This is an optimization exercise on Yosys and OpenROAD, whose aim is small area and a short achievable clock period, not a production implementation.
The RTL was checked by simulation tests, not by an equivalence proof against the original design.
Power is estimated from default activity; no workload was simulated.

File: flow/run.sh
#!/bin/bash
# The standard layout (standard.sh) with these changes:
#  - synthesis keeps adders as plain logic for ABC (no adder-cell extraction)
#    and, when flow/abc.script exists, maps with that ABC script instead of
#    ORFS's; registers and their names are those of the standard synthesis
#  - ports get buf_1 buffers (sized later by repair) instead of delay cells
# make's full output goes to standard.log; ORFS's own logs are in orfs/logs.
set -euo pipefail
W=$PWD
args=(ADDER_MAP_FILE= "BUFFER_PORTS_ARGS=-buffer_cell sky130_fd_sc_hd__buf_1" "SYNTH_SCRIPT=$W/flow/my_synth.tcl")
if [[ -f flow/abc.script ]]; then args+=("MY_ABC_SCRIPT=$W/flow/abc.script"); fi
if [[ -f flow/extra.vars ]]; then while read -r l; do [[ -n "$l" ]] && args+=("$l"); done < flow/extra.vars; fi
bash standard.sh "${args[@]}" finish > standard.log 2>&1
File: flow/my_synth.tcl
proc synth {args} { yosys synth -nofsm -noshare {*}$args }
proc abc {args} {
  set i [lsearch -exact $args -script]
  if {$i >= 0 && [info exists ::env(MY_ABC_SCRIPT)] && $::env(MY_ABC_SCRIPT) ne ""} {
    lset args [expr {$i + 1}] $::env(MY_ABC_SCRIPT)
  }
  yosys abc {*}$args
}
source $::env(SCRIPTS_DIR)/synth.tcl
# left out here: clear keep_hierarchy, flatten, clean up, hide names made inside functions, write 1_2_yosys.v
File: standard.sh
#!/bin/bash
# synth_recipe.tcl (not shown) runs the flow's synth.tcl, then flattens the netlist and writes it again
# the make line also repeats each setting of config.mk as NAME=value (left out here)
make -C /OpenROAD-flow-scripts/flow DESIGN_CONFIG=/design/flow/config.mk WORK_HOME=/design/flow/orfs CLKGATE_MAP_FILE= SYNTH_SCRIPT=/design/flow/synth_recipe.tcl "${@:-finish}"
File: config.mk
export PLATFORM = sky130hd
export DESIGN_NAME = apb_pwm
export DESIGN_NICKNAME = apb_pwm
export VERILOG_FILES = /design/flow/design.v
export SDC_FILE = /design/flow/constraint.sdc
export NUM_CORES = 4
export LEC_CHECK = 0
export CAP_MARGIN = 20
export CORE_MARGIN = 2
export CORE_UTILIZATION = 50
export CTS_BUF_LIST = sky130_fd_sc_hd__clkbuf_16
export CTS_CLUSTER_DIAMETER = 100
export CTS_CLUSTER_SIZE = 30
export SETUP_SLACK_MARGIN = 2.6
export SLEW_MARGIN = 20
File: constraint.sdc
create_clock -name core_clock -period 5.0 [get_ports {PCLK_i}]
set_input_delay 1.0000 -clock core_clock [delete_from_list [all_inputs] [get_ports {PCLK_i}]]
set_output_delay 1.0000 -clock core_clock [all_outputs]
set_load 0.01 [all_outputs]
File: design.v
module pwm_ch (
	input  logic        clk_i,
	input  logic        rst_ni,
	input  logic [1:0]  ctrl_i,    
	input  logic [31:0] div_i,
	input  logic        div_v_i,
	input  logic [31:0] per_i,
	input  logic        per_v_i,
	input  logic [31:0] dc_i,
	input  logic        dc_v_i,
	output logic        pts_o,
	output logic        pts_d_o,   
	output logic        oe_o
);
	logic [31:0] c1;
	logic        ph;
	logic [31:0] pc;
	function automatic lt32;
		input [31:0] a;
		input [31:0] b;
		reg [31:0] l, e;
		integer i, s;
		begin
			l = ~a & b;
			e = ~(a ^ b);
			for (s = 1; s < 32; s = s * 2)
				for (i = 0; i < 32; i = i + 2 * s) begin
					l[i] = l[i + s] | (e[i + s] & l[i]);
					e[i] = e[i + s] & e[i];
				end
			lt32 = l[0];
		end
	endfunction
	function automatic [31:0] pre32;
		input [31:0] a;
		reg [31:0] p;
		integer i, s;
		begin
			p = {a[30:0], 1'b1};
			for (s = 1; s < 32; s = s * 2)
				for (i = 0; i < 32; i = i + 1)
					if ((i / s) % 2 == 1)
						p[i] = p[i] & p[(i / s) * s - 1];
			pre32 = p;
		end
	endfunction
	wire en    = ctrl_i[1];
	wire match = div_v_i ? (c1 == div_i) : (c1 == 32'd0);
	wire tick  = en & match & ~ph;
	wire wrap  = ~per_v_i | ~lt32(pc, per_i);
	wire below = dc_v_i & lt32(pc, dc_i);
	wire load  = tick & ctrl_i[0];
	wire [31:0] c1_inc = c1 ^ pre32(c1);
	wire [31:0] pc_inc = pc ^ pre32(pc);
	assign pts_d_o = load ? below : pts_o;
	always_ff @(posedge clk_i or negedge rst_ni)
		if (!rst_ni) begin
			c1    <= 32'd1;
			ph    <= 1'b0;
			pc    <= 32'd0;
			pts_o <= 1'b0;
			oe_o  <= 1'b0;
		end else begin
			if (en)
				c1 <= match ? 32'd1 : c1_inc;
			ph    <= ph ^ (en & match);
			if (load)
				pc <= wrap ? 32'd0 : pc_inc;
			pts_o <= pts_d_o;
			oe_o  <= oe_o | load;
		end
endmodule
module	apb_pwm #(parameter DATA_WIDTH = 32,
                        ADDR_WIDTH = 8)(
	input   logic                   PCLK_i,
	input   logic                   PRST_ni,
	input   logic                   PWRITE_i,
	input   logic [ADDR_WIDTH -1:0] PADDR_i,
	input   logic [DATA_WIDTH -1:0] PWDATA_i,
	input   logic                   PSEL_i,PENABLE_i,
	output  logic [DATA_WIDTH -1:0] PRDATA_o,
	output  logic                   o_pwm_1,
	output  logic                   o_pwm_2,
	output  logic                   oe_pwm1,
	output  logic                   oe_pwm2,
	output  logic                   PSLVERR_o,PREADY_o
);
	wire       hit = (PADDR_i[7:5] == 3'd0) && (PADDR_i[1:0] == 2'd0);
	wire [2:0] idx = PADDR_i[4:2];
	wire       wr  = PSEL_i & PENABLE_i & PWRITE_i & hit;
	wire       rs  = PSEL_i & ~PENABLE_i & ~PWRITE_i & hit;
	wire [7:0] we = {8{wr}} & (8'd1 << idx);
	logic [2:0] ctrl_1, ctrl_2;
	always_ff @(posedge PCLK_i or negedge PRST_ni)
		if (!PRST_ni) begin
			ctrl_1 <= 3'd0;
			ctrl_2 <= 3'd0;
		end else begin
			if (we[0]) ctrl_1 <= PWDATA_i[2:0];
			if (we[4]) ctrl_2 <= PWDATA_i[2:0];
		end
	logic [31:0] div_1, per_1, dc_1, div_2, per_2, dc_2;
	logic [7:0]  v;    
	always_ff @(posedge PCLK_i)
		begin
			if (we[1]) div_1 <= PWDATA_i;
			if (we[2]) per_1 <= PWDATA_i;
			if (we[3]) dc_1  <= PWDATA_i;
			if (we[5]) div_2 <= PWDATA_i;
			if (we[6]) per_2 <= PWDATA_i;
			if (we[7]) dc_2  <= PWDATA_i;
		end
	always_ff @(posedge PCLK_i or negedge PRST_ni)
		if (!PRST_ni)
			v <= 8'd0;
		else
			v <= v | {we[7:5], 1'b0, we[3:1], 1'b0};
	logic [31:0] rdata_d;
	always_comb begin
		rdata_d = 32'd0;
		if (rs)
			case (idx)
				3'd0: rdata_d = {29'd0, ctrl_1};
				3'd1: rdata_d = v[1] ? div_1 : 32'd0;
				3'd2: rdata_d = v[2] ? per_1 : 32'd0;
				3'd3: rdata_d = v[3] ? dc_1  : 32'd0;
				3'd4: rdata_d = {29'd0, ctrl_2};
				3'd5: rdata_d = v[5] ? div_2 : 32'd0;
				3'd6: rdata_d = v[6] ? per_2 : 32'd0;
				3'd7: rdata_d = v[7] ? dc_2  : 32'd0;
			endcase
	end
	always_ff @(posedge PCLK_i or negedge PRST_ni)
		if (!PRST_ni)
			PRDATA_o <= 32'd0;
		else
			PRDATA_o <= rdata_d;
	logic pts_1, pts_2, pts_d_1, pts_d_2;
	pwm_ch ch1 (.clk_i(PCLK_i), .rst_ni(PRST_ni), .ctrl_i(ctrl_1[1:0]),
		.div_i(div_1), .div_v_i(v[1]), .per_i(per_1), .per_v_i(v[2]),
		.dc_i(dc_1), .dc_v_i(v[3]), .pts_o(pts_1), .pts_d_o(pts_d_1), .oe_o(oe_pwm1));
	pwm_ch ch2 (.clk_i(PCLK_i), .rst_ni(PRST_ni), .ctrl_i(ctrl_2[1:0]),
		.div_i(div_2), .div_v_i(v[5]), .per_i(per_2), .per_v_i(v[6]),
		.dc_i(dc_2), .dc_v_i(v[7]), .pts_o(pts_2), .pts_d_o(pts_d_2), .oe_o(oe_pwm2));
	wire gate_d_1 = we[0] ? PWDATA_i[2] : ctrl_1[2];
	wire gate_d_2 = we[4] ? PWDATA_i[2] : ctrl_2[2];
	always_ff @(posedge PCLK_i or negedge PRST_ni)
		if (!PRST_ni) begin
			o_pwm_1 <= 1'b0;
			o_pwm_2 <= 1'b0;
		end else begin
			o_pwm_1 <= gate_d_1 & pts_d_1;
			o_pwm_2 <= gate_d_2 & pts_d_2;
		end
	assign PSLVERR_o = 1'b0;
	assign PREADY_o  = 1'b1;
endmodule
==> summary.txt, run 1 <==
Timing
  – Minimum clock period: 2.57 ns
  – Setup violators final: 0
  – F_max: 0.390 GHz
  – Period utilization: 0.513
  – Setup TNS: 0 ns
  – Least-Margin Pin Slew: 0.786 ns
  – Min Hold Slack: 0.481 ns
  – RSZ-0062 raised after global routing: yes
  – Max Slew Vio Count: 0
  – Final hold violation count: 0
  – Max_slew headroom: 0.476
  – Worst Skew: 0.0413 ns

Finish
  – Most common cell after layout, fill and taps aside: edfxtp_1
  – P&R area growth vs syn: 16.3%
  – # fillers: 3045
  – ANT cells: 0
  – Commonest cells after routing, fill and taps aside: edfxtp_1, dfrtp_1, nand2_1
  – Layout cells sized above 1: 0.174
  – Final net count: 1880

Yosys
  – Post-synth EDFFs: 192
  – Warnings from Yosys: 2
  – Synthesis-stage register bit count: 372
  – Distinct cell type count after synthesis: 78
  – Syn Nets: 1766
  – Netlist Area Pre-Place: 18600 um^2
  – Ys flop type: edfxtp_1
  – Share of async-settable or async-resettable flops after synthesis: 0.484
  – Sequential fraction of the synthesis area: 0.553
  – Cell count after synthesis: 1721
  – Syn_area_per_cell: 10.8 um^2

Clock network
  – CTS tree: yes
  – H-tree depth: 1
  – CTS Buffer Depth: 3
  – CTS root buf: clkbuf_16
  – Clock sink count: 372
  – Clk slew on worst S/H paths: 0.11 ns
  – CTS Buf Count: 18
  – Clock Latency Late Sink: 0.56 ns

Run
  – Max_cap viols: 0

Critical path
  – WS Path Type: reg2reg
  – Worst Setup Start Kind: flop
  – R2r setup slk: 2.43 ns
  – Max FO, Critical Path: 6
  – Crit path required time: 5.48 ns
  – Critical path arrival: 3.04 ns
  – Crit end category: flop

Pwr
  – Leakage: 7.63 nW
  – Pwr/cell area: 255 nW/um^2
  – Worst VDD drop: 230 uV

Floorplan
  – Die area: 38700 um^2
  – Starting density of the core: 0.508
  – Core Area: 36600 um^2
  – I/O pin count: 83
  – Row count: 70
  – Die Wd: 197 um
  – Die height: 197 um

Place
  – PortBufs: 80
  – Routability cong.: 0.919
  – HPWL after DPL: 41900 um

Outcome
  – Status: timing/DRC/antenna clean

Detailed routing
  – Antenna Nets Post-Route: 0
  – Routed vias/inst: 6.38
  – First drt pass iteration count: 6
  – Residual DRC: 0
  – Avg WL per Cell: 26.3 um
  – Routed wire length: 60800 um
  – Drt initial violations: 1758
  – Vias post-DR: 14.8k

Global route
  – Total global-route track usage: 0.300
  – Gr ovfl total: 0
  – Largest net degree at the start of global routing: 60
  – Initial antenna violation count: 0
  – Number of global-route vias before repair: 13.5k
  – Global-route wire length before repair: 86800 um

Worst hold path
  – Hold Crit Class: reg2reg
==> cell type report <==
type                    count  area [um^2]  area share
clock buffers              19          475      0.0220
clock inverters            13          119     0.00550
inverters                  77          289      0.0134
multi-input cells        1183         8440       0.391
flip-flops and latches    372        10300       0.477
well taps                 468          586      0.0271
repair buffers            183         1400      0.0646
==> power by group <==
group | total (W) | internal [W] | switching, W
registers | 0.00333 | 0.00326 | 0.0000692
clock network | 0.00180 | 0.000736 | 0.00107
logic | 0.000374 | 0.000129 | 0.000245
==> stage by stage <==
step                      instances  total power (W)  worst slack [ns]  utilization  instance area [um^2]
final                          2315          0.00551              2.43        0.591                 21600
after global routing           2315          0.00566              2.32        0.591                 21600
after CTS                      2276          0.00547              2.33        0.568                 20800
after detailed placement       2187          0.00368              1.45        0.527                 19300
after global placement         2187          0.00368              1.45        0.527                 19300
after floorplan                1721          0.00354              1.82            -                 18700
==> critical path: stages, from the launching register on <==
cell and delay, ns:
edfxtp_1 0.44, nor2b_4 0.15, or4_1 0.50, or3_4 0.37
nor4_4 0.25, buf_4 0.18, buf_6 0.12, a211oi_4 0.10
nor4b_2 0.27, a21o_1 0.12
==> path summary, 6_finish.rpt <==
check | from | to | cells after the start
min in group asynchronous | PRST_ni | ch2.oe_o | 1
max | per_2[25] | ch2.pc[27] | 9
min | ch1.oe_o | ch1.oe_o | 1
max in group asynchronous | PRST_ni | ch1.c1[8] | 2
max reg2reg | per_2[25] | ch2.pc[27] | 9
min reg2reg | ch1.oe_o | ch1.oe_o | 1
==> flip-flops by register name, indices dropped and copies added (netlist names), 3 cells and up <==
| signal | flops |
|---|---|
| div_1 | 32 |
| ch2.pc | 32 |
| dc_1 | 32 |
| PRDATA_o | 32 |
| ctrl_2 | 3 |
| ch1.pc | 32 |
| ctrl_1 | 3 |
| ch1.c1 | 32 |
| per_1 | 32 |
| dc_2 | 32 |
| ch2.c1 | 32 |
| v | 6 |
| div_2 | 32 |
| per_2 | 32 |
==> cell families after synthesis <==
logic type	share of synthesized area
mux	0.00579
xor+xnor	0.0749
compound gates	0.151
buf+inv	0.0381
flops	0.553
other cells	0.000404
simple gates	0.159
fa+ha+maj	0.0184
==> synth_stat cells, drive strengths merged (14+ instances only) <==
cell type  count  area (um^2)
edfxtp       192         5770
o31ai         14          105
nor2b         50          313
dfrtp        178         4450
a22o          16          140
a21oi         56          284
nor2         105          397
xnor2         79          692
o21ai         85          425
nand2b        30          195
nand2        114          428
maj3          34          343
o211ai        19          143
and2          15         93.8
clkbuf        75          284
a22oi         92          691
a31oi         36          240
inv           77          289
xor2          80          701
nand3         49          245
buf           23          135
nor3          54          275
nor4          39          259
nand4         39          244
==> routing by layer <==
metal	GRT usage	share of wire
met1	0.443	0.43
met2	0.479	0.47
met3	0.0306	0.071
met4	0.0713	0.036
met5	0	0
==> timing repair <==
action	CTS	global route
gates cloned	8	10
endpoints found under the setup margin	324	239
buffers inserted	49	29
hold buffers	0	0
pin swaps	38	40
gates resized for setup	108	131
==> inputs of run 2 (changes only) <==
==> flow/abc.script (new file) <==
&get -n
&st
&dch
&nf
&put
--- a/config.mk
+++ b/config.mk
@@ -10,6 +10,6 @@
 export CORE_UTILIZATION = 50
 export CTS_BUF_LIST = sky130_fd_sc_hd__clkbuf_16
-export CTS_CLUSTER_DIAMETER = 100
-export CTS_CLUSTER_SIZE = 30
+export CTS_CLUSTER_DIAMETER = 80
+export CTS_CLUSTER_SIZE = 24
 export SETUP_SLACK_MARGIN = 2.6
 export SLEW_MARGIN = 20
==> run 2 against run 1 <==
Register-to-register slack worse by 0.22 ns. Non-clock buffer count increased by 48. Sequential power about the same. Utilization rose by 5.2 points. Flip-flop and latch count unchanged. Synthesized cell count is 8.1% lower. Critical path depth is 3 higher.
==> summary.txt, run 2 <==
Detailed routing
  – Routed wire length: 57500 um (was 60800 um)
  – Vias post-DR: 14.5k (was 14.8k)
  – Residual DRC: 0 (unchanged)
  – Antenna Nets Post-Route: 0 (unchanged)
  – Avg WL per Cell: 24.8 um (was 26.3 um)
  – First drt pass iteration count: 5 (was 6)
  – Routed vias/inst: 6.22 (was 6.38)
  – Drt initial violations: 1058 (was 1758)

Critical path
  – CP peak stage delay: 0.49 ns (was 0.50 ns)
  – WS Path Type: reg2reg (unchanged)
  – Levels on crit path: 12 (was 9)
  – Worst path buffer plus inverter count: 4 (was 2)
  – Slowest CP cell: edfxtp_1 (was or4_1)
  – Max FO, Critical Path: 6 (unchanged)
  – Crit end category: flop (unchanged)
  – Worst Reg-to-Reg Cells: 12 (was 9)
  – Worst Setup Start Kind: flop (unchanged)
  – Worst path cell trace: xnor2_1 -> nand4_1 -> nor4_4 -> a31oi_4 -> buf_6 -> nor4b_4 -> buf_6 -> buf_12 -> buf_16 -> and2_4 -> nor2_1 -> a211oi_1 (was nor2b_4 -> or4_1 -> or3_4 -> nor4_4 -> buf_4 -> buf_6 -> a211oi_4 -> nor4b_2 -> a21o_1)
  – Critical path arrival: 3.26 ns (was 3.04 ns)
  – Largest delay contributor family on the critical path: simple AND/OR/NAND/NOR gates (unchanged)
  – Crit path required time: 5.47 ns (was 5.48 ns)
  – Most frequent CP cell: buf_6

Floorplan
  – Die Wd: 193 um (was 197 um)
  – Die height: 193 um (was 197 um)
  – Core Area: 35300 um^2 (was 36600 um^2)
  – Row count: 69 (was 70)
  – I/O pin count: 83 (unchanged)
  – Die area: 37200 um^2 (was 38700 um^2)
  – Starting density of the core: 0.505 (was 0.508)

Finish
  – P&R area growth vs syn: 27.2% (was 16.3%)
  – Non-Filler Instances: 2323 (was 2315)
  – # fillers: 2758 (was 3045)
  – Most common cell after layout, fill and taps aside: edfxtp_1 (unchanged)
  – Final net count: 1889 (was 1880)
  – Layout cells sized above 1: 0.219 (was 0.174)
  – Commonest cells after routing, fill and taps aside: edfxtp_1, dfrtp_1, xnor2_1 (was edfxtp_1, dfrtp_1, nand2_1)

Outcome
  – Status: timing/DRC/antenna clean (unchanged)

Timing
  – Worst Skew: 0.0195 ns (was 0.0413 ns)
  – Least-Margin Pin Slew: 0.893 ns (was 0.786 ns)
  – Minimum clock period: 2.79 ns (was 2.57 ns)
  – Setup TNS: 0 ns (unchanged)
  – Setup violators final: 0 (unchanged)
  – F_max: 0.359 GHz (was 0.390 GHz)
  – Final hold violation count: 0 (unchanged)
  – Period utilization: 0.558 (was 0.513)
  – Max Slew Vio Count: 0 (unchanged)
  – RSZ-0062 raised after global routing: yes (unchanged)
  – Max_slew headroom: 0.404 (was 0.476)

Place
  – Routability cong.: 0.858 (was 0.919)
  – Placed insts: 2141 (was 2187)
  – PortBufs: 80 (unchanged)
  – HPWL after DPL: 37000 um (was 41900 um)

Global route
  – Global-route wire length before repair: 82900 um (was 86800 um)
  – Largest net degree at the start of global routing: 88 (was 60)
  – Gr ovfl total: 0 (unchanged)
  – Initial antenna violation count: 2 (was 0)
  – Number of global-route vias before repair: 13.7k (was 13.5k)
  – Total global-route track usage: 0.300 (about the same)

Yosys
  – Top post-synthesis cells by area: edfxtp_1, dfrtp_1, xnor2_1 (was edfxtp_1, dfrtp_1, xor2_1)
  – Synthesis-stage register bit count: 372 (unchanged)
  – Count leader, synth: edfxtp_1 (unchanged)
  – Post-synth EDFFs: 192 (unchanged)
  – Post-Synth Simple-Gate Area: 0.165 (was 0.159)
  – Leading cell types by count after synthesis: edfxtp_1, dfrtp_1, xnor2_1, a21oi_1, nor2_1 (was edfxtp_1, dfrtp_1, nand2_1, nor2_1, a22oi_1)
  – Distinct cell type count after synthesis: 63 (was 78)
  – Post-synthesis compound-gate area fraction: 0.143 (was 0.151)
  – Netlist Area Pre-Place: 17800 um^2 (was 18600 um^2)
  – Main combinational cell family by area after synthesis: simple AND/OR/NAND/NOR gates (unchanged)
  – Syn_area_per_cell: 11.3 um^2 (was 10.8 um^2)
  – Share of the synthesized area in the top cell type: 0.323 (was 0.310)
  – Synth Area in XOR/XNOR: 0.0830 (was 0.0749)
  – Area leader, netlist: edfxtp_1 (unchanged)
  – Syn Nets: 1627 (was 1766)
  – Sequential fraction of the synthesis area: 0.576 (was 0.553)
  – Warnings from Yosys: 2 (unchanged)
  – Post-synthesis mux area share: 0.00498 (was 0.00579)
  – Share of async-settable or async-resettable flops after synthesis: 0.484 (unchanged)
  – Cell count after synthesis: 1582 (was 1721)
  – Adder-Cell Fraction of Synth Area: 0.0123 (was 0.0184)
  – Ys flop type: edfxtp_1 (unchanged)

Worst hold path
  – Hold path depth: 1 (unchanged)
  – Hold Crit Class: reg2reg (unchanged)

Pwr
  – Leakage: 8.12 nW (was 7.63 nW)
  – Worst VDD drop: 342 uV (was 230 uV)
  – Pwr/cell area: 256 nW/um^2 (was 255 nW/um^2)

Clock network
  – H-tree depth: 1 (unchanged)
  – Clock Latency Late Sink: 0.56 ns (about the same)
  – CTS Buffer Depth: 3 (unchanged)
  – Clk slew on worst S/H paths: 0.10 ns (was 0.11 ns)
  – CTS root buf: clkbuf_16 (unchanged)
  – CTS Buf Count: 23 (was 18)
  – Hold-fix buffers, CTS: 0 (unchanged)
  – CTS tree: yes (unchanged)
  – Clock sink count: 372 (unchanged)

Run
  – Max_cap viols: 0 (unchanged)
## run 2: cell types whose count changed after synthesis, sizes merged, moves of 27 or more
| cell | previous run | this run |
|---|---|---|
| a22oi | 92 | 30 |
| xnor2 | 79 | 127 |
| clkinv | 0 | 71 |
| clkbuf | 75 | 0 |
| inv | 77 | 0 |
| xor2 | 80 | 42 |
| a21oi | 56 | 113 |
| o21ai | 85 | 33 |
| and3 | 13 | 40 |
## run 2: repair_timing
item	in CTS	in global routing
cloned	16	3
endpoints found under the setup margin	346	241
buffers inserted	56	64
resized for setup	169	124
pin swaps	77	68
## run 2: report_power, final
part           internal (W)  switching, W
Sequential          0.00327     0.0000774
Clock              0.000991       0.00114
Combinational      0.000132      0.000198
Total               0.00440       0.00141
## run 2: logic make-up after synthesis
kind of cell	after synthesis
flip-flops	372
adder cells (fa/ha/maj)	22
AO/OA/AOI/OAI	381
buffers and inverters	73
multiplexers	8
other	2
XOR/XNOR	169
AND/OR/NAND/NOR	555
## run 2: layout make-up
type	instances	area (um^2)	area share
clock inverters	19	205	0.00904
flip-flops and latches	372	10300	0.454
repair buffers	231	2040	0.0899
well taps	461	577	0.0254
multi-input cells	1145	8710	0.384
clock buffers	23	576	0.0254
inverters	71	278	0.0122
diodes	1	2.50	0.000110
## run 2: per-stage QoR
| step | setup WS [ns] | utilization | hold WS [ns] | cell area (um^2) | power (W) |
|---|---|---|---|---|---|
| after floorplan | 1.86 | - | 0.466 | 18100 | 0.00355 |
| after global placement | 1.75 | 0.543 | 0.448 | 19200 | 0.00368 |
| final | 2.21 | 0.643 | 0.468 | 22700 | 0.00581 |
| after CTS | 2.19 | 0.609 | 0.477 | 21500 | 0.00580 |
| after global routing | 2.10 | 0.643 | 0.500 | 22700 | 0.00597 |
| after detailed placement | 1.74 | 0.543 | 0.451 | 19200 | 0.00368 |
## run 2: path summary, 6_finish.rpt
path	start	endpoint	slack, ns
max	div_1[14]	ch1.pc[26]	2.21
min	ch2.oe_o	ch2.oe_o	0.47
max reg2reg	div_1[14]	ch1.pc[26]	2.21
min reg2reg	ch2.oe_o	ch2.oe_o	0.47
max in group asynchronous	PRST_ni	ch2.c1[28]	3.26
min in group asynchronous	PRST_ni	ch2.pc[1]	0.57
## run 2: metal layers
metal / part of all wire / vias up / global-route usage / wire [um]
li1: - / 6554 / - / -
met4: 0.041 / 0 / 0.106 / 2370
met3: 0.065 / 107 / 0.0307 / 3750
met1: 0.43 / 7255 / 0.437 / 25000
met2: 0.46 / 537 / 0.469 / 26400
met5: 0 / - / 0 / 0
==> inputs of run 3 (changes only) <==
--- a/config.mk
+++ b/config.mk
@@ -8,5 +8,5 @@
 export CAP_MARGIN = 20
 export CORE_MARGIN = 2
-export CORE_UTILIZATION = 50
+export CORE_UTILIZATION = 65
 export CTS_BUF_LIST = sky130_fd_sc_hd__clkbuf_16
 export CTS_CLUSTER_DIAMETER = 80
removed: flow/abc.script
==> run 3 against run 2 <==
First-iteration DRC count grew 100%. Area after synthesis grew 4.2%. Hold slack gained 0.0050 ns. Fmax grew 3.5%. Setup slack gained 0.095 ns. Clock skew shrank 0.0031 ns. Combinational power grew 32%. Sequential power is essentially flat. Utilization grew 14 points. Register-to-register slack gained 0.095 ns. Largest cell class unchanged. Largest power group unchanged. Highest routed layer unchanged.
==> summary.txt, run 3 <==
Outcome
  – Status: timing/DRC/antenna clean (unchanged)

Clock network
  – Clk slew on worst S/H paths: 0.10 ns (about the same)
  – CTS root buf: clkbuf_16 (unchanged)
  – Clock Latency Late Sink: 0.55 ns (was 0.56 ns)
  – H-tree depth: 1 (unchanged)
  – Clock sink count: 372 (unchanged)
  – CTS Buf Count: 20 (was 23)
  – Hold-fix buffers, CTS: 0 (unchanged)
  – CTS tree: yes (unchanged)
  – CTS Buffer Depth: 3 (unchanged)

Place
  – Placed insts: 2095 (was 2141)
  – Post-Place Worst Slack: 1.45 ns (was 1.74 ns)
  – PortBufs: 80 (unchanged)
  – HPWL after DPL: 39000 um (was 37000 um)
  – Routability cong.: 1.00 (was 0.858)

Timing
  – RSZ-0062 raised after global routing: yes (unchanged)
  – Setup violators final: 0 (unchanged)
  – Final hold violation count: 0 (unchanged)
  – Final WS setup: 2.31 ns (was 2.21 ns)
  – Least-Margin Pin Slew: 0.872 ns (was 0.893 ns)
  – F_max: 0.371 GHz (was 0.359 GHz)
  – Max Slew Vio Count: 0 (unchanged)
  – Setup TNS: 0 ns (unchanged)
  – Minimum clock period: 2.69 ns (was 2.79 ns)
  – Worst Skew: 0.0163 ns (was 0.0195 ns)
  – Period utilization: 0.538 (was 0.558)
  – Max_slew headroom: 0.419 (was 0.404)

Yosys
  – Syn_area_per_cell: 10.8 um^2 (was 11.3 um^2)
  – Warnings from Yosys: 2 (unchanged)
  – Main combinational cell family by area after synthesis: simple AND/OR/NAND/NOR gates (unchanged)
  – Distinct cell type count after synthesis: 78 (was 63)
  – Ys flop type: edfxtp_1 (unchanged)
  – Area leader, netlist: edfxtp_1 (unchanged)
  – Count leader, synth: edfxtp_1 (unchanged)
  – Post-synthesis mux area share: 0.00579 (was 0.00498)
  – Post-synth EDFFs: 192 (unchanged)
  – Share of the synthesized area in the top cell type: 0.310 (was 0.323)
  – Post-Synth Simple-Gate Area: 0.159 (was 0.165)
  – Synth Area in XOR/XNOR: 0.0749 (was 0.0830)
  – Share of async-settable or async-resettable flops after synthesis: 0.484 (unchanged)
  – Top post-synthesis cells by area: edfxtp_1, dfrtp_1, xor2_1 (was edfxtp_1, dfrtp_1, xnor2_1)
  – Syn Nets: 1766 (was 1627)
  – Cell count after synthesis: 1721 (was 1582)
  – Sequential fraction of the synthesis area: 0.553 (was 0.576)
  – Post-synthesis compound-gate area fraction: 0.151 (was 0.143)
  – Adder-Cell Fraction of Synth Area: 0.0184 (was 0.0123)
  – Synthesis-stage register bit count: 372 (unchanged)
  – Netlist Area Pre-Place: 18600 um^2 (was 17800 um^2)
  – Leading cell types by count after synthesis: edfxtp_1, dfrtp_1, nand2_1, nor2_1, a22oi_1 (was edfxtp_1, dfrtp_1, xnor2_1, a21oi_1, nor2_1)

Critical path
  – Crit end category: flop (unchanged)
  – Worst Setup Start Kind: flop (unchanged)
  – Slowest CP cell: or4_1 (was edfxtp_1)
  – WS Path Type: reg2reg (unchanged)
  – CP peak stage delay: 0.49 ns (about the same)
  – Crit path required time: 5.49 ns (was 5.47 ns)
  – Worst path cell trace: xor2_1 -> or4_1 -> or3_4 -> buf_4 -> a21oi_4 -> a211oi_4 -> buf_6 -> nor2_4 -> buf_12 -> a22o_1 (was xnor2_1 -> nand4_1 -> nor4_4 -> a31oi_4 -> buf_6 -> nor4b_4 -> buf_6 -> buf_12 -> buf_16 -> and2_4 -> nor2_1 -> a211oi_1)
  – Critical path arrival: 3.18 ns (was 3.26 ns)
  – Max FO, Critical Path: 13 (was 6)
  – Worst path buffer plus inverter count: 3 (was 4)
  – Largest delay contributor family on the critical path: simple AND/OR/NAND/NOR gates (unchanged)

Floorplan
  – Row count: 61 (was 69)
  – Die height: 173 um (was 193 um)
  – Starting density of the core: 0.665 (was 0.505)
  – Die area: 30000 um^2 (was 37200 um^2)
  – I/O pin count: 83 (unchanged)
  – Core Area: 27900 um^2 (was 35300 um^2)
  – Die Wd: 173 um (was 193 um)

Finish
  – Commonest cells after routing, fill and taps aside: edfxtp_1, dfrtp_1, nand2_1 (was edfxtp_1, dfrtp_1, xnor2_1)
  – Most common cell after layout, fill and taps aside: edfxtp_1 (unchanged)
  – Layout Utilization: 0.784 (was 0.643)
  – Layout cells sized above 1: 0.203 (was 0.219)
  – P&R area growth vs syn: 17.8% (was 27.2%)
  – # fillers: 1829 (was 2758)
  – Final net count: 1912 (was 1889)
  – Non-Filler Instances: 2259 (was 2323)
  – ANT cells: 0 (was 1)

Global route
  – Layer with the highest usage: met2 (unchanged)
  – M2 GR Usage: 0.577 (was 0.469)
  – Met3 usage in global routing: 0.0471 (was 0.0307)
  – Gr ovfl total: 0 (unchanged)
  – Number of global-route vias before repair: 14.0k (was 13.7k)
  – Largest net degree at the start of global routing: 67 (was 88)
  – Grt met1 use: 0.536 (was 0.437)
  – Global-route wire length before repair: 84700 um (was 82900 um)
  – Total global-route track usage: 0.370 (was 0.300)
  – Initial antenna violation count: 0 (was 2)

Pwr
  – Pwr/cell area: 258 nW/um^2 (was 256 nW/um^2)
  – Worst VDD drop: 303 uV (was 342 uV)
  – Leakage: 7.82 nW (was 8.12 nW)

Detailed routing
  – Routed vias/inst: 6.87 (was 6.22)
  – Routed wire length: 58500 um (was 57500 um)
  – Vias post-DR: 15.5k (was 14.5k)
  – Drt initial violations: 2164 (was 1058)
  – First drt pass iteration count: 8 (was 5)
  – Residual DRC: 0 (unchanged)
  – Avg WL per Cell: 25.9 um (was 24.8 um)
  – Antenna Nets Post-Route: 0 (unchanged)

Run
  – Max_cap viols: 0 (unchanged)

Worst hold path
  – Hold Crit Class: reg2reg (unchanged)
[run 3: cell count changes after synthesis, sizes merged, moves of 27 or more]
cell / delta
clkbuf: +75
o21ai: +52
xnor2: -48
xor2: +38
and3: -27
a21oi: -57
inv: +77
a22oi: +62
clkinv: -71
[run 3: kinds of logic after synthesis]
group | after synthesis
adder cells (fa/ha/maj) | 34
AO/OA/AOI/OAI | 405
flip-flops | 372
AND/OR/NAND/NOR | 564
multiplexers | 10
buffers and inverters | 175
XOR/XNOR | 159
other | 2
[run 3: per-stage QoR]
stage	total power [W]	hold WS, ns	instance area (um^2)
floorplan	0.00354	0.442	18700
global placement	0.00366	0.452	19200
detailed placement	0.00367	0.454	19200
CTS	0.00552	0.478	20800
global route	0.00578	0.497	21900
finish	0.00566	0.473	21900
[run 3: worst paths after layout]
path / startpoint / to / slack, ns / cells after the start
max: ch2.pc[28] / ch2.pc[7] / 2.31 / 10
min: ch2.oe_o / ch2.oe_o / 0.47 / 1
max reg2reg: ch2.pc[28] / ch2.pc[7] / 2.31 / 10
min reg2reg: ch2.oe_o / ch2.oe_o / 0.47 / 1
max in group asynchronous: PRST_ni / ch2.pc[26] / 3.34 / 2
min in group asynchronous: PRST_ni / ch2.c1[10] / 0.57 / 1
[run 3: cell type report]
cell class	count	area [um^2]	area share
clock buffer	22	551	0.0252
sequential	372	10300	0.472
timing repair buffer	213	1590	0.0724
clock inverter	14	96.3	0.00440
inverter	77	292	0.0133
tap	378	473	0.0216
multi-input combinational	1183	8570	0.391
[run 3: layer usage]
metal	vias up	part of all wire
met5	-	0
met4	0	0.051
met3	181	0.10
met2	1029	0.46
met1	7665	0.38
li1	6649	-
[run 3: timing repair]
action / in CTS / in global routing
gates resized for setup: 117 / 134
setup endpoints to repair: 290 / 220
buffers inserted: 54 / 60
pin swaps: 35 / 47
gates cloned: 9 / 5
[run 3: power by group]
part	leakage, nW	internal [W]	switching, W
Clock	0.345	0.000861	0.00103
Combinational	3.32	0.000174	0.000261
Sequential	4.15	0.00326	0.0000655
Total	7.82	0.00430	0.00136
==> inputs of run 4 (changes only) <==
--- a/config.mk
+++ b/config.mk
@@ -8,5 +8,5 @@
 export CAP_MARGIN = 20
 export CORE_MARGIN = 2
-export CORE_UTILIZATION = 65
+export CORE_UTILIZATION = 50
 export CTS_BUF_LIST = sky130_fd_sc_hd__clkbuf_16
 export CTS_CLUSTER_DIAMETER = 80
@@ -14,2 +14,3 @@
 export SETUP_SLACK_MARGIN = 2.6
 export SLEW_MARGIN = 20
+export TNS_END_PERCENT = 0
==> run 4 against run 3 <==
Global-route usage decreased by 7.1 points. Via count decreased by 8.8%. Setup slack got worse by 0.0053 ns. Fmax decreased by 0.20%. Sequential share of layout area increased by 3.0 points. Hold slack about the same. Non-clock buffer count decreased by 92. Critical path type unchanged.
==> summary.txt, run 4 <==
Pwr
  – Leakage: 7.18 nW (was 7.82 nW)
  – Pwr/cell area: 280 nW/um^2 (was 258 nW/um^2)
  – Worst VDD drop: 229 uV (was 303 uV)
  – Final Power: 0.00574 W (was 0.00566 W)

Critical path
  – Worst r2r src: ch2.pc[31] (was ch2.pc[28])
  – Max FO, Critical Path: 4 (was 13)
  – Setup crit start: ch2.pc[31] (was ch2.pc[28])
  – Crit path required time: 5.50 ns (was 5.49 ns)
  – Worst Setup Start Kind: flop (unchanged)
  – Critical path arrival: 3.19 ns (was 3.18 ns)
  – Crit end category: flop (unchanged)
  – WS Path Type: reg2reg (unchanged)

Finish
  – # fillers: 3193 (was 1829)
  – ANT cells: 0 (unchanged)
  – Layout cells sized above 1: 0.0917 (was 0.203)
  – Non-Filler Instances: 2257 (was 2259)
  – Area of the multi-input gates: 7930 um^2 (was 8570 um^2)
  – Commonest cells after routing, fill and taps aside: edfxtp_1, dfrtp_1, nand2_1 (unchanged)
  – P&R area growth vs syn: 10.3% (was 17.8%)
  – Reg area: 10300 um^2 (about the same)
  – Most common cell after layout, fill and taps aside: edfxtp_1 (unchanged)
  – Final net count: 1818 (was 1912)

Yosys
  – Warnings from Yosys: 2 (unchanged)
  – Share of async-settable or async-resettable flops after synthesis: 0.484 (unchanged)
  – Netlist Area Pre-Place: 18600 um^2 (unchanged)
  – Leading cell types by count after synthesis: edfxtp_1, dfrtp_1, nand2_1, nor2_1, a22oi_1 (unchanged)
  – Syn_area_per_cell: 10.8 um^2 (unchanged)
  – Post-synth EDFFs: 192 (unchanged)
  – Post-synthesis mux area share: 0.00579 (unchanged)
  – Sequential fraction of the synthesis area: 0.553 (unchanged)
  – Share of the synthesized area in the top cell type: 0.310 (unchanged)
  – Area leader, netlist: edfxtp_1 (unchanged)
  – Ys flop type: edfxtp_1 (unchanged)
  – Main combinational cell family by area after synthesis: simple AND/OR/NAND/NOR gates (unchanged)
  – Top post-synthesis cells by area: edfxtp_1, dfrtp_1, xor2_1 (unchanged)
  – Post-synthesis compound-gate area fraction: 0.151 (unchanged)
  – Adder-Cell Fraction of Synth Area: 0.0184 (unchanged)
  – Post-Synth Simple-Gate Area: 0.159 (unchanged)
  – Synthesis-stage register bit count: 372 (unchanged)
  – Synth Area in XOR/XNOR: 0.0749 (unchanged)
  – Cell count after synthesis: 1721 (unchanged)
  – Syn Nets: 1766 (unchanged)
  – Count leader, synth: edfxtp_1 (unchanged)
  – Distinct cell type count after synthesis: 78 (unchanged)

Timing
  – Final hold violation count: 0 (unchanged)
  – Period utilization: 0.540 (was 0.538)
  – F_max: 0.371 GHz (about the same)
  – Least-Margin Pin Slew: 0.992 ns (was 0.872 ns)
  – Final WS setup: 2.30 ns (was 2.31 ns)
  – Minimum clock period: 2.70 ns (was 2.69 ns)
  – Worst Skew: 0.0319 ns (was 0.0163 ns)
  – Min Hold Slack: 0.473 ns (about the same)
  – RSZ-0062 raised after global routing: yes (unchanged)
  – Setup TNS: 0 ns (unchanged)
  – Max Slew Vio Count: 0 (unchanged)
  – Setup violators final: 0 (unchanged)
  – Max_slew headroom: 0.339 (was 0.419)

Floorplan
  – Starting density of the core: 0.508 (was 0.665)
  – I/O pin count: 83 (unchanged)
  – Row count: 70 (was 61)
  – Die Wd: 197 um (was 173 um)
  – Die area: 38700 um^2 (was 30000 um^2)
  – Core Area: 36600 um^2 (was 27900 um^2)
  – Die height: 197 um (was 173 um)

Detailed routing
  – Residual DRC: 0 (unchanged)
  – Routed vias/inst: 6.27 (was 6.87)
  – First drt pass iteration count: 6 (was 8)
  – Drt initial violations: 1330 (was 2164)
  – Antenna Nets Post-Route: 0 (unchanged)
  – Vias post-DR: 14.2k (was 15.5k)
  – Avg WL per Cell: 25.5 um (was 25.9 um)
  – Routed wire length: 57500 um (was 58500 um)

Place
  – Placed insts: 2187 (was 2095)
  – Post-Place Worst Slack: 1.45 ns (about the same)
  – Routability cong.: 0.946 (was 1.00)
  – HPWL after DPL: 41800 um (was 39000 um)
  – PortBufs: 80 (unchanged)

Clock network
  – CTS Buffer Depth: 3 (unchanged)
  – Hold-fix buffers, CTS: 0 (unchanged)
  – CTS Buf Count: 22 (was 20)
  – H-tree depth: 1 (unchanged)
  – CTS root buf: clkbuf_16 (unchanged)
  – CTS tree: yes (unchanged)
  – Clk slew on worst S/H paths: 0.10 ns (about the same)
  – Clock sink count: 372 (unchanged)
  – Clock Latency Late Sink: 0.58 ns (was 0.55 ns)

Global route
  – Gr ovfl total: 0 (unchanged)
  – Number of global-route vias before repair: 13.5k (was 14.0k)
  – Total global-route track usage: 0.299 (was 0.370)
  – Initial antenna violation count: 1 (was 0)
  – Largest net degree at the start of global routing: 72 (was 67)
  – Global-route wire length before repair: 86500 um (was 84700 um)

Worst hold path
  – Hold Crit Class: reg2reg (unchanged)
  – Hold path start: ch1.oe_o (was ch2.oe_o)

Outcome
  – Status: timing/DRC/antenna clean (unchanged)

Run
  – Max_cap viols: 0 (unchanged)
[run 4: repair_timing]
item                                    in CTS  in global routing
cloned                                       6                  0
setup buffers                               18                  6
endpoints found under the setup margin     350                353
hold endpoints to repair                     0                  0
pin swaps                                   17                  4
gates resized for setup                     31                 19
[run 4: routing by layer]
layer,track usage,vias up,share of wire
met5,0,-,0
met2,0.470,547,0.46
met4,0.0766,0,0.025
li1,-,6449,-
met1,0.447,7086,0.44
met3,0.0277,75,0.074
[run 4: stage by stage]
step / cell area [um^2] / util
6_report: 20500 / 0.560
5_1_grt: 20500 / 0.560
4_1_cts: 20400 / 0.556
3_5_place_dp: 19300 / 0.527
3_3_place_gp: 19300 / 0.527
2_1_floorplan: 18700 / -
[run 4: kinds of logic (layout without fill, tap and decap cells)]
| logic type | count (synthesis) | count (layout) |
|---|---|---|
| fa+ha+maj | 34 | 34 |
| compound gates | 405 | 406 |
| xor+xnor | 159 | 159 |
| other cells | 2 | 2 |
| mux | 10 | 10 |
| flops | 372 | 372 |
| simple gates | 564 | 568 |
| buf+inv | 175 | 238 |
[run 4: worst paths after layout]
check	end	slack (ns)	cells past startpoint
max	o_pwm_2	2.30	8
min in group asynchronous	ch2.ph	0.60	1
max reg2reg	o_pwm_2	2.30	8
max in group asynchronous	ch1.c1[0]	3.48	2
min reg2reg	ch1.oe_o	0.47	1
min	ch1.oe_o	0.47	1
[run 4: critical path, cell delays in order (launching register included)]
cell,delay [ns]
dfrtp_1,0.45
xnor2_1,0.18
o211ai_1,0.14
or4b_4,0.57
or4_4,0.59
o21bai_1,0.16
nor3b_1,0.12
a31oi_4,0.25
and2_1,0.16
[run 4: where the power goes]
group	internal [W]	total, W	switching [W]
Combinational	0.0000907	0.000306	0.000215
Sequential	0.00326	0.00332	0.0000639
Clock	0.000987	0.00211	0.00113
Total	0.00434	0.00574	0.00141
[run 4: cell type report]
type / count / area share
inverter: 77 / 0.0141
multi-input combinational: 1179 / 0.387
clock inverter: 16 / 0.00830
tap: 468 / 0.0286
timing repair buffer: 121 / 0.0313
clock buffer: 24 / 0.0293
sequential: 372 / 0.502
==> inputs of run 5 (changes only) <==
==> flow/abc.script (new file) <==
strash
dch -f
map
topo
stime -c
--- a/config.mk
+++ b/config.mk
@@ -14,3 +14,2 @@
 export SETUP_SLACK_MARGIN = 2.6
 export SLEW_MARGIN = 20
-export TNS_END_PERCENT = 0
==> run 5 against run 4 <==
Via count up 26%. Synthesized cell count is 23% higher. Setup slack improved by 0.33 ns. Clock power grew 8%. Combinational power down 44%. Fmax grew 14%. Cell count rose by 26%. Largest power group unchanged. Still clean. Utilization grew 4.0 points.
==> summary.txt, run 5 <==
Yosys
  – Area leader, netlist: edfxtp_1 (unchanged)
  – Synth Area in XOR/XNOR: 0.0273 (was 0.0749)
  – Distinct cell type count after synthesis: 40 (was 78)
  – Netlist Area Pre-Place: 19200 um^2 (was 18600 um^2)
  – Share of the synthesized area in the top cell type: 0.300 (was 0.310)
  – Sequential fraction of the synthesis area: 0.534 (was 0.553)
  – Main combinational cell family by area after synthesis: compound AO/OA/AOI/OAI gates (was simple AND/OR/NAND/NOR gates)
  – Share of async-settable or async-resettable flops after synthesis: 0.484 (unchanged)
  – Cell count after synthesis: 2122 (was 1721)
  – Count leader, synth: clkinv_1 (was edfxtp_1)
  – Post-synthesis compound-gate area fraction: 0.192 (was 0.151)
  – Ys flop type: edfxtp_1 (unchanged)
  – Top post-synthesis cells by area: edfxtp_1, dfrtp_1, clkinv_1 (was edfxtp_1, dfrtp_1, xor2_1)
  – Leading cell types by count after synthesis: clkinv_1, nand2_1, nor2_1, edfxtp_1, dfrtp_1 (was edfxtp_1, dfrtp_1, nand2_1, nor2_1, a22oi_1)
  – Post-Synth Simple-Gate Area: 0.185 (was 0.159)
  – Syn_area_per_cell: 9.07 um^2 (was 10.8 um^2)
  – Warnings from Yosys: 2 (unchanged)
  – Synthesis-stage register bit count: 372 (unchanged)
  – Syn Nets: 2167 (was 1766)
  – Post-synthesis mux area share: 0 (was 0.00579)
  – Post-synth EDFFs: 192 (unchanged)
  – Adder-Cell Fraction of Synth Area: 0 (was 0.0184)

Finish
  – P&R area growth vs syn: 17.8% (was 10.3%)
  – Reg area: 10300 um^2 (about the same)
  – Commonest cells after routing, fill and taps aside: nand2_1, clkinv_1, edfxtp_1 (was edfxtp_1, dfrtp_1, nand2_1)
  – Fin area: 22700 um^2 (was 20500 um^2)
  – Most common cell after layout, fill and taps aside: nand2_1 (was edfxtp_1)
  – # fillers: 3247 (was 3193)
  – Layout Utilization: 0.600 (was 0.560)
  – Area of the multi-input gates: 8470 um^2 (was 7930 um^2)
  – Final net count: 2359 (was 1818)
  – Layout cells sized above 1: 0.122 (was 0.0917)
  – Non-Filler Instances: 2845 (was 2257)

Detailed routing
  – Routed wire length: 69100 um (was 57500 um)
  – Routed vias/inst: 6.26 (was 6.27)
  – Drt initial violations: 1908 (was 1330)
  – Antenna Nets Post-Route: 0 (unchanged)
  – First drt pass iteration count: 7 (was 6)
  – Vias post-DR: 17.8k (was 14.2k)
  – Avg WL per Cell: 24.3 um (was 25.5 um)
  – Residual DRC: 0 (unchanged)

Clock network
  – CTS Buffer Depth: 3 (unchanged)
  – Clk slew on worst S/H paths: 0.10 ns (about the same)
  – CTS tree: yes (unchanged)
  – CTS Buf Count: 24 (was 22)
  – H-tree depth: 1 (unchanged)
  – Hold-fix buffers, CTS: 0 (unchanged)
  – CTS root buf: clkbuf_16 (unchanged)
  – Clock sink count: 372 (unchanged)
  – Clock Latency Late Sink: 0.58 ns (about the same)

Pwr
  – Worst VDD drop: 273 uV (was 229 uV)
  – Final Power: 0.00569 W (was 0.00574 W)
  – Seq pwr share: 0.570 (was 0.579)
  – Internal power: 0.00434 W (about the same)
  – Pwr/cell area: 251 nW/um^2 (was 280 nW/um^2)
  – Clock share of power: 0.399 (was 0.368)
  – Leakage: 8.16 nW (was 7.18 nW)
  – Net switching fraction of the power: 0.238 (was 0.245)
  – Logic pwr share: 0.030 (was 0.053)
  – Sw Pwr: 0.00135 W (was 0.00141 W)

Floorplan
  – Die height: 200 um (was 197 um)
  – Row count: 71 (was 70)
  – Die Wd: 200 um (was 197 um)
  – I/O pin count: 83 (unchanged)
  – Die area: 40100 um^2 (was 38700 um^2)
  – Starting density of the core: 0.510 (was 0.508)
  – Core Area: 37800 um^2 (was 36600 um^2)

Run
  – Max_cap viols: 0 (unchanged)

Timing
  – Final hold violation count: 0 (unchanged)
  – RSZ-0062 raised after global routing: yes (unchanged)
  – F_max: 0.423 GHz (was 0.371 GHz)
  – Setup TNS: 0 ns (unchanged)
  – Max_slew headroom: 0.308 (was 0.339)
  – Least-Margin Pin Slew: 1.04 ns (was 0.992 ns)
  – Max Slew Vio Count: 0 (unchanged)
  – Period utilization: 0.473 (was 0.540)
  – Minimum clock period: 2.37 ns (was 2.70 ns)
  – Worst Skew: 0.0176 ns (was 0.0319 ns)
  – Setup violators final: 0 (unchanged)

Worst hold path
  – Hold Crit Class: in2async (was reg2reg)

Critical path
  – Crit end category: flop (unchanged)
  – Max FO, Critical Path: 16 (was 4)
  – Worst Setup Start Kind: flop (unchanged)
  – R2r setup slk: 2.63 ns (was 2.30 ns)
  – WS Path Type: reg2reg (unchanged)
  – Critical path arrival: 2.84 ns (was 3.19 ns)
  – Crit path required time: 5.48 ns (was 5.50 ns)

Outcome
  – Status: timing/DRC/antenna clean (unchanged)

Global route
  – Gr ovfl total: 0 (unchanged)
  – Initial antenna violation count: 2 (was 1)
  – Total global-route track usage: 0.335 (was 0.299)
  – Global-route wire length before repair: 102000 um (was 86500 um)
  – Number of global-route vias before repair: 16.5k (was 13.5k)
  – Largest net degree at the start of global routing: 111 (was 72)

Place
  – HPWL after DPL: 48700 um (was 41800 um)
  – Placed insts: 2733 (was 2187)
  – Routability cong.: 0.943 (was 0.946)
  – PortBufs: 80 (unchanged)
  – Dpl cell area: 20500 um^2 (was 19300 um^2)
## run 5: kinds of logic after synthesis
kind of cell           Yosys count
XOR/XNOR                        60
AND/OR/NAND/NOR                800
flip-flops                     372
other                            2
AO/OA/AOI/OAI                  573
buffers and inverters          315
## run 5: timing repair
item | 4_1_cts | 5_1_grt
setup endpoints to repair | 185 | 170
setup buffers | 23 | 33
resized for setup | 51 | 116
pin swaps | 13 | 20
cloned | 4 | 6
## run 5: layout make-up
| class | instances | area share |
|---|---|---|
| sequential | 372 | 0.454 |
| multi-input combinational | 1441 | 0.374 |
| inverter | 313 | 0.0554 |
| timing repair buffer | 162 | 0.0506 |
| tap | 511 | 0.0282 |
| clock buffer | 25 | 0.0276 |
| clock inverter | 19 | 0.00983 |
| antenna | 2 | 0.000221 |
## run 5: routing by layer
layer	GRT usage	part of all wire	vias up
met5	0	0	-
met4	0.108	0.036	0
met3	0.0366	0.082	132
met2	0.535	0.46	899
met1	0.480	0.43	8668
li1	-	-	8119
## run 5: critical path, cell delays in order, from the launching register on
cell       delay, ns
dfrtp_1         0.51
xnor2_2         0.29
nand4_1         0.19
nor3_1          0.19
nand4_1         0.11
buf_4           0.17
nand2_2         0.09
nand4_1         0.11
buf_4           0.20
clkbuf_16       0.17
o21ai_0         0.21
## run 5: final timing paths
check | startpoint | end | cells past startpoint
hold reg to reg | ch2.pts_o | ch2.pts_o | 2
max in group asynchronous | PRST_ni | ch2.pc[30] | 2
setup / recovery | ch2.c1[5] | ch2.pc[13] | 10
hold / removal | PRST_ni | ch2.pc[2] | 1
setup reg to reg | ch2.c1[5] | ch2.pc[13] | 10
min in group core_clock | ch2.pts_o | ch2.pts_o | 2
## run 5: power groups by stage
stage | Sequential, W | Combinational (W) | Clock (W)
global placement | 0.00331 | 0.000162 | 0
global route | 0.00325 | 0.000186 | 0.00241
CTS | 0.00325 | 0.000166 | 0.00230
detailed placement | 0.00331 | 0.000165 | 0
floorplan | 0.00331 | 0.0000490 | 0
finish | 0.00325 | 0.000172 | 0.00227
## run 5: through the flow
stage	setup slack, ns	hold slack (ns)
floorplan	1.88	0.436
global placement	1.46	0.450
detailed placement	1.50	0.451
CTS	2.54	0.333
global route	2.53	0.332
finish	2.63	0.336
==> inputs of run 6 (changes only) <==
--- a/config.mk
+++ b/config.mk
@@ -14,2 +14,3 @@
 export SETUP_SLACK_MARGIN = 2.6
 export SLEW_MARGIN = 20
+export TNS_END_PERCENT = 0
==> run 6 against run 5 <==
Still clean. Sequential power is essentially flat. Combinational power shrank 4%. Die area is the same. Count of clock-buffer cells in the layout grew 1. Final area shrank 2.9%. Wire length shrank 3.4%. Total power shrank 0.43%. Utilization shrank 1.7 points. Global-route usage shrank 0.25 points. Hold slack gained 0.14 ns. Via count shrank 1.5%. First-iteration DRC count shrank 1.1%. Critical path type unchanged. Largest power group unchanged.
==> summary.txt, run 6 <==
Yosys
  – Ys flop type: edfxtp_1 (unchanged)
  – Share of async-settable or async-resettable flops after synthesis: 0.484 (unchanged)
  – Warnings from Yosys: 2 (unchanged)
  – Netlist Area Pre-Place: 19200 um^2 (unchanged)
  – Area leader, netlist: edfxtp_1 (unchanged)
  – Post-synth EDFFs: 192 (unchanged)
  – Synthesis-stage register bit count: 372 (unchanged)
  – Syn_area_per_cell: 9.07 um^2 (unchanged)
  – Share of the synthesized area in the top cell type: 0.300 (unchanged)
  – Leading cell types by count after synthesis: clkinv_1, nand2_1, nor2_1, edfxtp_1, dfrtp_1 (unchanged)
  – Count leader, synth: clkinv_1 (unchanged)
  – Cell count after synthesis: 2122 (unchanged)
  – Distinct cell type count after synthesis: 40 (unchanged)
  – Sequential fraction of the synthesis area: 0.534 (unchanged)
  – Top post-synthesis cells by area: edfxtp_1, dfrtp_1, clkinv_1 (unchanged)
  – Syn Nets: 2167 (unchanged)

Clock network
  – CTS Buffer Depth: 3 (unchanged)
  – Clk slew on worst S/H paths: 0.10 ns (about the same)
  – CTS Buf Count: 24 (unchanged)
  – CTS tree: yes (unchanged)
  – Hold-fix buffers, CTS: 0 (unchanged)
  – Clock Latency Late Sink: 0.59 ns (was 0.58 ns)
  – H-tree depth: 1 (unchanged)
  – CTS root buf: clkbuf_16 (unchanged)
  – Clock sink count: 372 (unchanged)

Finish
  – Fin area: 22000 um^2 (was 22700 um^2)
  – Reg area: 10300 um^2 (about the same)
  – Most common cell after layout, fill and taps aside: nand2_1 (unchanged)
  – # fillers: 3339 (was 3247)
  – Area of the multi-input gates: 8210 um^2 (was 8470 um^2)
  – Commonest cells after routing, fill and taps aside: nand2_1, clkinv_1, edfxtp_1 (unchanged)
  – P&R area growth vs syn: 14.4% (was 17.8%)
  – Layout cells sized above 1: 0.0792 (was 0.122)
  – Final net count: 2325 (was 2359)

Floorplan
  – Die area: 40100 um^2 (unchanged)
  – Die Wd: 200 um (unchanged)
  – Core Area: 37800 um^2 (unchanged)
  – I/O pin count: 83 (unchanged)
  – Die height: 200 um (unchanged)
  – Starting density of the core: 0.510 (unchanged)
  – Row count: 71 (unchanged)

Critical path
  – Slowest CP cell: dfrtp_1 (unchanged)
  – Largest delay contributor family on the critical path: compound AO/OA/AOI/OAI gates (was simple AND/OR/NAND/NOR gates)
  – Worst path cell trace: clkinvlp_4 -> nand2_1 -> nand4_1 -> nor3_4 -> nand2_1 -> o21bai_2 -> a21oi_4 -> buf_4 -> o21ai_0 -> a22oi_2 (was xnor2_2 -> nand4_1 -> nor3_1 -> nand4_1 -> buf_4 -> nand2_2 -> nand4_1 -> buf_4 -> clkbuf_16 -> o21ai_0)
  – Crit path required time: 5.51 ns (was 5.48 ns)
  – Critical path arrival: 2.91 ns (was 2.84 ns)
  – Worst Setup Start Kind: flop (unchanged)
  – Worst path buffer plus inverter count: 2 (was 3)
  – R2r setup slk: 2.60 ns (was 2.63 ns)
  – WS Path Type: reg2reg (unchanged)
  – CP peak stage delay: 0.42 ns (was 0.51 ns)
  – Max FO, Critical Path: 6 (was 16)
  – Crit end category: flop (unchanged)
  – Most frequent CP cell: nand2_1 (was nand4_1)

Global route
  – Initial antenna violation count: 2 (unchanged)
  – Number of global-route vias before repair: 16.6k (was 16.5k)
  – Global-route wire length before repair: 102000 um (about the same)
  – Total global-route track usage: 0.332 (was 0.335)
  – Largest net degree at the start of global routing: 83 (was 111)
  – Gr ovfl total: 0 (unchanged)

Pwr
  – Worst VDD drop: 362 uV (was 273 uV)
  – Net switching fraction of the power: 0.237 (was 0.238)
  – Seq pwr share: 0.573 (was 0.570)
  – Leakage: 7.88 nW (was 8.16 nW)
  – Pwr/cell area: 258 nW/um^2 (was 251 nW/um^2)
  – Logic pwr share: 0.029 (was 0.030)
  – Internal power: 0.00432 W (was 0.00434 W)
  – Clock share of power: 0.398 (was 0.399)
  – Sw Pwr: 0.00135 W (about the same)

Detailed routing
  – Vias post-DR: 17.6k (was 17.8k)
  – Routed vias/inst: 6.24 (was 6.26)
  – First drt pass iteration count: 5 (was 7)
  – Antenna Nets Post-Route: 0 (unchanged)
  – Routed wire length: 66800 um (was 69100 um)
  – Drt initial violations: 1887 (was 1908)
  – Avg WL per Cell: 23.8 um (was 24.3 um)
  – Residual DRC: 0 (unchanged)

Place
  – HPWL after DPL: 48900 um (was 48700 um)
  – Routability cong.: 0.969 (was 0.943)
  – PortBufs: 80 (unchanged)
  – Dpl cell area: 20500 um^2 (about the same)

Timing
  – F_max: 0.416 GHz (was 0.423 GHz)
  – Least-Margin Pin Slew: 0.919 ns (was 1.04 ns)
  – Max_slew headroom: 0.381 (was 0.308)
  – Minimum clock period: 2.40 ns (was 2.37 ns)
  – RSZ-0062 raised after global routing: yes (unchanged)
  – Worst Skew: 0.0294 ns (was 0.0176 ns)
  – Min Hold Slack: 0.475 ns (was 0.336 ns)
  – Setup TNS: 0 ns (unchanged)
  – Setup violators final: 0 (unchanged)
  – Period utilization: 0.480 (was 0.473)
  – Max Slew Vio Count: 0 (unchanged)
  – Final hold violation count: 0 (unchanged)

Worst hold path
  – Hold Crit Class: in2async (unchanged)

Outcome
  – Status: timing/DRC/antenna clean (unchanged)

Run
  – Max_cap viols: 0 (unchanged)
run 6: cell counts after synthesis:
No cell type changed its count.
run 6: layer usage:
layer | wire, um | vias up | GRT usage
met1 | 28600 | 8588 | 0.473
met3 | 4740 | 128 | 0.0384
li1 | - | 8067 | -
met2 | 31400 | 765 | 0.540
met4 | 2030 | 2 | 0.0936
met5 | 16 | - | 0
run 6: kinds of logic after synthesis:
| family | share of synthesized area |
|---|---|
| buffers and inverters | 0.0619 |
| AO/OA/AOI/OAI | 0.192 |
| AND/OR/NAND/NOR | 0.185 |
| flip-flops | 0.534 |
| XOR/XNOR | 0.0273 |
| other | 0.000390 |
run 6: repair_timing:
| item | 4_1_cts | 5_1_grt |
|---|---|---|
| endpoints found under the hold margin | 0 | 0 |
| resized for setup | 20 | 69 |
| pin swaps | 8 | 7 |
| setup endpoints to repair | 167 | 140 |
| gates cloned | 4 | 0 |
| setup buffers | 18 | 4 |
run 6: final timing paths:
path / startpoint / endpoint / cells past startpoint
max in group asynchronous: PRST_ni / ch1.c1[6] / 2
worst max register to register: ch1.pc[14] / ch1.pc[31] / 10
min in group core_clock: ch2.oe_o / ch2.oe_o / 1
worst min-delay path: PRST_ni / ch2.pc[1] / 1
worst max-delay path: ch1.pc[14] / ch1.pc[31] / 10
worst min register to register: ch2.oe_o / ch2.oe_o / 1
run 6: final cells by class:
class,count,share of cell area
diodes,2,0.000227
inverters,313,0.0549
repair buffers,130,0.0365
clock inverters,18,0.00955
multi-input cells,1439,0.373
flip-flops and latches,372,0.467
clock buffers,26,0.0296
well taps,511,0.0290
run 6: stage by stage:
step	cells	setup WS (ns)	power, W	util
floorplan	2122	1.86	0.00336	-
global placement	2738	1.13	0.00347	0.543
detailed placement	2738	1.15	0.00347	0.543
CTS	2804	2.44	0.00569	0.574
global route	2810	2.46	0.00582	0.583
finish	2811	2.60	0.00567	0.583
run 6: power groups by stage:
stage	sequential [W]	clock, W	combinational [W]
finish	0.00325	0.00226	0.000165
global route	0.00325	0.00240	0.000181
CTS	0.00325	0.00228	0.000161
detailed placement	0.00331	0	0.000159
global placement	0.00331	0	0.000157
floorplan	0.00331	0	0.0000465
run 6: worst reg2reg max path: stages (launching register included):
cell and delay [ns]:
dfrtp_1 0.42, clkinvlp_4 0.24, nand2_1 0.14, nand4_1 0.17
nor3_4 0.21, nand2_1 0.14, o21bai_2 0.32, a21oi_4 0.24
buf_4 0.20, o21ai_0 0.11, a22oi_2 0.15
==> inputs of run 7 (changes only) <==
==> flow/abc.script (replaced) <==
strash
dc2
dch
map
topo
stime -c
==> run 7 against run 6 <==
Clock power is 13% lower. Flip-flop and latch count stayed put. Combinational power grew to 2.7 times the previous value. Setup slack worse by 1.5 ns. Register-to-register slack worse by 1.5 ns. Total power is 2.1% higher. Count of clock-buffer cells in the layout is 3 lower.
==> summary.txt, run 7 <==
Outcome
  – Status: timing/DRC/antenna clean (unchanged)

Timing
  – F_max: 0.255 GHz (was 0.416 GHz)
  – Max_slew headroom: 0.309 (was 0.381)
  – Setup TNS: 0 ns (unchanged)
  – Least-Margin Pin Slew: 1.03 ns (was 0.919 ns)
  – Final hold violation count: 0 (unchanged)
  – Period utilization: 0.785 (was 0.480)
  – Minimum clock period: 3.92 ns (was 2.40 ns)
  – RSZ-0062 raised after global routing: yes (unchanged)

Pwr
  – Worst VDD drop: 292 uV (was 362 uV)
  – Net switching fraction of the power: 0.256 (was 0.237)
  – Seq pwr share: 0.583 (was 0.573)
  – Leakage: 7.08 nW (was 7.88 nW)
  – Pwr/cell area: 296 nW/um^2 (was 258 nW/um^2)
  – Final Power: 0.00579 W (was 0.00567 W)
  – Internal power: 0.00431 W (was 0.00432 W)
  – Sw Pwr: 0.00148 W (was 0.00135 W)

Yosys
  – Main combinational cell family by area after synthesis: simple AND/OR/NAND/NOR gates (was compound AO/OA/AOI/OAI gates)
  – Share of the synthesized area in the top cell type: 0.333 (was 0.300)
  – Top post-synthesis cells by area: edfxtp_1, dfrtp_1, nor2_1 (was edfxtp_1, dfrtp_1, clkinv_1)
  – Leading cell types by count after synthesis: nor2_1, clkinv_1, edfxtp_1, dfrtp_1, nand2_1 (was clkinv_1, nand2_1, nor2_1, edfxtp_1, dfrtp_1)
  – Distinct cell type count after synthesis: 43 (was 40)
  – Post-synth EDFFs: 192 (unchanged)
  – Count leader, synth: nor2_1 (was clkinv_1)
  – Sequential fraction of the synthesis area: 0.593 (was 0.534)
  – Adder-Cell Fraction of Synth Area: 0 (unchanged)
  – Syn Nets: 1832 (was 2167)
  – Post-synthesis mux area share: 0 (unchanged)
  – Syn_area_per_cell: 9.70 um^2 (was 9.07 um^2)
  – Netlist Area Pre-Place: 17300 um^2 (was 19200 um^2)
  – Synth Area in XOR/XNOR: 0.0207 (was 0.0273)
  – Area leader, netlist: edfxtp_1 (unchanged)
  – Warnings from Yosys: 2 (unchanged)
  – Cell count after synthesis: 1787 (was 2122)
  – Post-synthesis compound-gate area fraction: 0.155 (was 0.192)

Clock network
  – CTS Buf Count: 22 (was 24)
  – CTS Buffer Depth: 3 (unchanged)
  – Clock Latency Late Sink: 0.56 ns (was 0.59 ns)
  – Clock sink count: 372 (unchanged)
  – H-tree depth: 1 (unchanged)
  – CTS tree: yes (unchanged)

Finish
  – Non-Filler Instances: 2401 (was 2811)
  – P&R area growth vs syn: 12.8% (was 14.4%)
  – Most common cell after layout, fill and taps aside: nor2_1 (was nand2_1)
  – Commonest cells after routing, fill and taps aside: nor2_1, clkinv_1, edfxtp_1 (was nand2_1, clkinv_1, edfxtp_1)
  – Final net count: 1975 (was 2325)
  – Layout cells sized above 1: 0.0725 (was 0.0792)

Place
  – PortBufs: 80 (unchanged)
  – Placed insts: 2347 (was 2738)
  – HPWL after DPL: 39900 um (was 48900 um)

Global route
  – Global-route wire length before repair: 81200 um (was 102000 um)
  – Largest net degree at the start of global routing: 104 (was 83)
  – Initial antenna violation count: 0 (was 2)
  – Number of global-route vias before repair: 13.4k (was 16.6k)

Floorplan
  – Core Area: 34400 um^2 (was 37800 um^2)
  – Die area: 36200 um^2 (was 40100 um^2)
  – Die Wd: 190 um (was 200 um)
  – I/O pin count: 83 (unchanged)

Detailed routing
  – First drt pass iteration count: 6 (was 5)
  – Residual DRC: 0 (unchanged)
  – Vias post-DR: 14.2k (was 17.6k)
  – Avg WL per Cell: 22.2 um (was 23.8 um)
  – Drt initial violations: 1358 (was 1887)

Critical path
  – Worst path cell trace: nor3_2 -> nand3_1 -> nor4_2 -> nand4_1 -> o41ai_4 -> buf_4 -> nand4_1 -> nor4_4 -> nand4_1 -> nor4_4 -> nand4_1 -> buf_6 -> nor4_4 -> nand2_2 -> nor3_4 -> nand3_1 -> and3_2 (was clkinvlp_4 -> nand2_1 -> nand4_1 -> nor3_4 -> nand2_1 -> o21bai_2 -> a21oi_4 -> buf_4 -> o21ai_0 -> a22oi_2)
  – Largest delay contributor family on the critical path: simple AND/OR/NAND/NOR gates (was compound AO/OA/AOI/OAI gates)
  – CP peak stage delay: 0.44 ns (was 0.42 ns)
  – WS Path Type: reg2reg (unchanged)
  – Critical path arrival: 4.37 ns (was 2.91 ns)
  – Max FO, Critical Path: 5 (was 6)

Run
  – Max_cap viols: 0 (unchanged)

Worst hold path
  – Hold Crit Class: reg2reg (was in2async)
[run 7: changes by cell type after synthesis, moves of 28 or more]
cell / before / now
xor2_1: 48 / 14
clkinv_1: 313 / 267
a22oi_1: 63 / 92
nand2_1: 310 / 158
o22ai_1: 59 / 31
o21bai_1: 35 / 1
o211ai_1: 68 / 14
a21oi_1: 107 / 61
nor2_1: 202 / 289
nand4_1: 98 / 47
[run 7: area by class of cell]
class | count | area, um^2
Clock buffer | 23 | 576
Inverter | 267 | 1010
Fill cell | 3049 | 14800
Sequential cell | 372 | 10300
Timing Repair Buffer | 121 | 641
Multi-Input combinational cell | 1146 | 6360
Tap cell | 455 | 569
Clock inverter | 17 | 128
[run 7: power by group through the flow]
stage          logic (W)  clock network [W]  registers, W
3_3_place_gp    0.000419                  0       0.00343
4_1_cts         0.000434            0.00200       0.00337
3_5_place_dp    0.000428                  0       0.00344
5_1_grt         0.000493            0.00211       0.00339
2_1_floorplan   0.000259                  0       0.00342
6_report        0.000439            0.00197       0.00338
[run 7: routing by layer]
metal | vias to the layer above | wire (um) | share of wire | global-route usage
met2 | 481 | 25100 | 0.47 | 0.483
met4 | 0 | 1380 | 0.026 | 0.0790
met3 | 67 | 3180 | 0.060 | 0.0317
met5 | - | 0 | 0 | 0
met1 | 6997 | 23600 | 0.44 | 0.428
li1 | 6698 | - | - | -
[run 7: worst paths after layout]
check	endpoint	depth (start not counted)	startpoint
hold reg to reg	ch1.oe_o	1	ch1.oe_o
setup / recovery	ch1.pc[24]	17	ch1.c1[30]
setup reg to reg	ch1.pc[24]	17	ch1.c1[30]
min in group asynchronous	ch1.c1[5]	1	PRST_ni
max in group asynchronous	ch2.c1[27]	2	PRST_ni
hold / removal	ch1.oe_o	1	ch1.oe_o
[run 7: cell families after synthesis]
family                 after synthesis
buffers and inverters              269
XOR/XNOR                            41
other                                2
AND/OR/NAND/NOR                    680
AO/OA/AOI/OAI                      423
flip-flops                         372
[run 7: through the flow]
stage           util  setup slack (ns)  area [um^2]  hold slack, ns
3_3_place_gp   0.540             0.616        18500           0.451
4_1_cts        0.565              1.07        19400           0.480
5_1_grt        0.569             0.757        19600           0.489
2_1_floorplan      -              1.53        17400           0.440
3_5_place_dp   0.540             0.507        18600           0.456
6_report       0.569              1.08        19600           0.474
[run 7: what timing repair did]
| action | in CTS | in global routing |
|---|---|---|
| pin swaps | 6 | 16 |
| setup buffers | 6 | 8 |
| resized for setup | 14 | 21 |
| endpoints found under the setup margin | 264 | 271 |

port drivers added, routing unchanged:
No port has a modelled driver above. Below, the same layouts with a new extraction and two added sets of constraints.
Step 1, drivers: a clkbuf_16 drives PCLK_i and a buf_2 each remaining input, both assumed.
Step 2 times the ports against the registers' clock, not the clock port: input delays grow and output delays shrink by t, the midpoint of the rising clock arrivals with the driver on.
Three values: no drivers, after step 1, after step 2; two values: the first two.
run	t (ns)	slack for setup (ns)
run 1	0.597	2.435 / 2.435 / 1.938
run 2	0.605	2.212 / 2.212 / 2.116
run 3	0.595	2.308 / 2.308 / 1.974
run 4	0.613	2.302 / 2.302 / 1.859
run 5	0.630	2.635 / 2.635 / 2.103
run 6	0.629	2.598 / 2.598 / 2.048
run 7	0.601	1.076 / 1.076 / 1.076
After both steps setup and hold are still met in every run listed.
